Background: an optimization exercise with open tools, aiming at small area. Do not read the settings as production practice. Only simulation tests tie the RTL to the original design; equivalence was not proved. No activity file was given, so power comes from the tool's default toggle rates.

## alu_unit
module alu_unit (
  input clk,
  input [2:0] funct,
  input [31:0] x,
  input [31:0] y,
  input alt,
  output reg [31:0] out
);
  wire sub = ~funct[2] & (funct[1] | (~funct[0] & alt));
  wire [31:0] yb = y ^ {32{sub}};
  wire [31:0] p = x ^ yb;
  wire [31:0] g = x & yb;
  wire [32:0] c;
  wire [8:0] bc;
  assign bc[0] = sub;
  genvar i, b;
  generate
    for (b = 0; b < 8; b = b + 1) begin : blk
      wire [3:0] pp = p[4*b+3:4*b];
      wire [3:0] gg = g[4*b+3:4*b];
      wire G = gg[3] | (pp[3] & (gg[2] | (pp[2] & (gg[1] | (pp[1] & gg[0])))));
      wire P = &pp;
      assign bc[b+1] = G | (P & bc[b]);
      assign c[4*b] = bc[b];
      assign c[4*b+1] = gg[0] | (pp[0] & bc[b]);
      assign c[4*b+2] = gg[1] | (pp[1] & c[4*b+1]);
      assign c[4*b+3] = gg[2] | (pp[2] & c[4*b+2]);
    end
  endgenerate
  assign c[32] = bc[8];
  wire [31:0] sum = p ^ c[31:0];
  wire sltu = ~c[32];
  wire setbit = sltu ^ (~funct[0] & (x[31] ^ y[31]));
  wire left = (funct == 3'b001);
  wire [4:0] sh = y[4:0];
  wire [31:0] xr;
  generate
    for (i = 0; i < 32; i = i + 1) begin : rev
      assign xr[i] = left ? x[31-i] : x[i];
    end
  endgenerate
  wire fill = alt & x[31] & funct[2];
  wire [31:0] s0 = sh[0] ? {fill, xr[31:1]} : xr;
  wire [31:0] s1 = sh[1] ? {{2{fill}}, s0[31:2]} : s0;
  wire [31:0] s2 = sh[2] ? {{4{fill}}, s1[31:4]} : s1;
  wire [31:0] s3 = sh[3] ? {{8{fill}}, s2[31:8]} : s2;
  wire [31:0] s4 = sh[4] ? {{16{fill}}, s3[31:16]} : s3;
  wire [31:0] sl;
  generate
    for (i = 0; i < 32; i = i + 1) begin : rev2
      assign sl[i] = s4[31-i];
    end
  endgenerate
  reg [31:0] r;
  always @(*) begin
    case (funct)
      3'b000: r = sum;
      3'b001: r = sl;
      3'b010, 3'b011: r = {31'b0, setbit};
      3'b100: r = p;
      3'b101: r = s4;
      3'b110: r = p | g;
      default: r = g;
    endcase
  end
  always @(posedge clk) out <= r;
endmodule
Size: ~720 cells after synthesis, roughly 32 flip-flops, about 0.0044 mm² of cells after synthesis.
export LEC_CHECK = 0
export ABC_AREA = 1
export CAP_MARGIN = 20
export CORE_MARGIN = 2
export CORE_UTILIZATION = 40
export SLEW_MARGIN = 20
create_clock -name core_clock -period 5.0 [get_ports {clk}]
standard.sh (not shown) runs the stock make flow with config.mk's settings and CLKGATE_MAP_FILE= SYNTH_SCRIPT=/design/flow/synth_recipe.tcl, a recipe that flattens the netlist after the stock synthesis.
==> flow/flow/run.sh <==
#!/bin/bash
# Own layout flow: the standard ORFS flow, except that synthesis maps the
# combinational logic with an area-oriented ABC script (flow/abc_area.script)
# and does not pre-map full/half adders (ADDER_MAP_FILE empty).
# Registers are mapped exactly as in the standard synthesis (dfflibmap runs
# before ABC), so their names and cell types are unchanged.
set -euo pipefail
WORK=$(pwd)
rm -rf "$WORK/scripts_area"
cp -r "$FLOW_HOME/scripts" "$WORK/scripts_area"
cp "$WORK/flow/abc_area.script" "$WORK/scripts_area/abc_area.script"
VARS=(SCRIPTS_DIR="$WORK/scripts_area" ABC_AREA=1 ADDER_MAP_FILE=)
bash standard.sh "${VARS[@]}" synth > "$WORK/synth.log" 2>&1
bash standard.sh "${VARS[@]}" > "$WORK/layout.log" 2>&1
test -f "$WORK/out/final.def"
==> flow/flow/abc_area.script <==
strash
dch -f
amap
mfs2
strash
dch -f
amap
topo
stime -c
The baseline ran to the end with violations: negative setup slack.
Then changed:
==> flow/run.sh (new file) <==
#!/bin/bash
# synth_recipe.tcl (not shown) runs the flow's synth.tcl, then flattens the netlist and writes it again
# the make line also repeats each setting of config.mk as NAME=value (left out here)
make -C /OpenROAD-flow-scripts/flow DESIGN_CONFIG=/design/flow/config.mk WORK_HOME=/design/flow/orfs CLKGATE_MAP_FILE= SYNTH_SCRIPT=/design/flow/synth_recipe.tcl finish
removed: flow/flow/run.sh
removed: flow/flow/abc_area.script
removed: flow/standard.sh
After rerunning: The new run passed the timing, design-rule and antenna checks; sequential share of layout area falls by 1.1 points; power grows by roughly a tenth; first-iteration DRC count is lower by a quarter to a third; hold slack gets worse by 0.0065 ns.

separate check: timing with driven ports:
How much do the figures lean on ideal ports? The routed layouts below were timed once more, with nothing changed but the port constraints.
Step 1 sets driving cells, clkbuf_16 on the clock port and buf_2 on the other inputs (assumed; they add their load-dependent delay and slew).
Step 2 adds t to the input delays and takes it off the output delays; t is the mean of the earliest and latest rising clock arrival at the registers after step 1. Input paths then give back, and output paths get back, about the clock's delay inside the block.
Three values: no drivers, after step 1, after step 2; two values: the first two.
run | t (ns) | setup slack, ns | worst hold slack (ns) | slew at the worst register clock pin (ns)
the first run | 0.351 | -2.511 / -2.526 / -2.878 | 1.243 / 1.226 / 1.578 | 0.08 / 0.08
the second run | 0.335 | 0.237 / 0.252 / -0.083 | 1.237 / 1.220 / 1.555 | 0.06 / 0.06
Met with ideal ports but missed after step 2: setup timing in the second run. The setup slack of the first run, which loses most, moves by -0.015 ns with the drivers and by -0.367 ns with both steps.
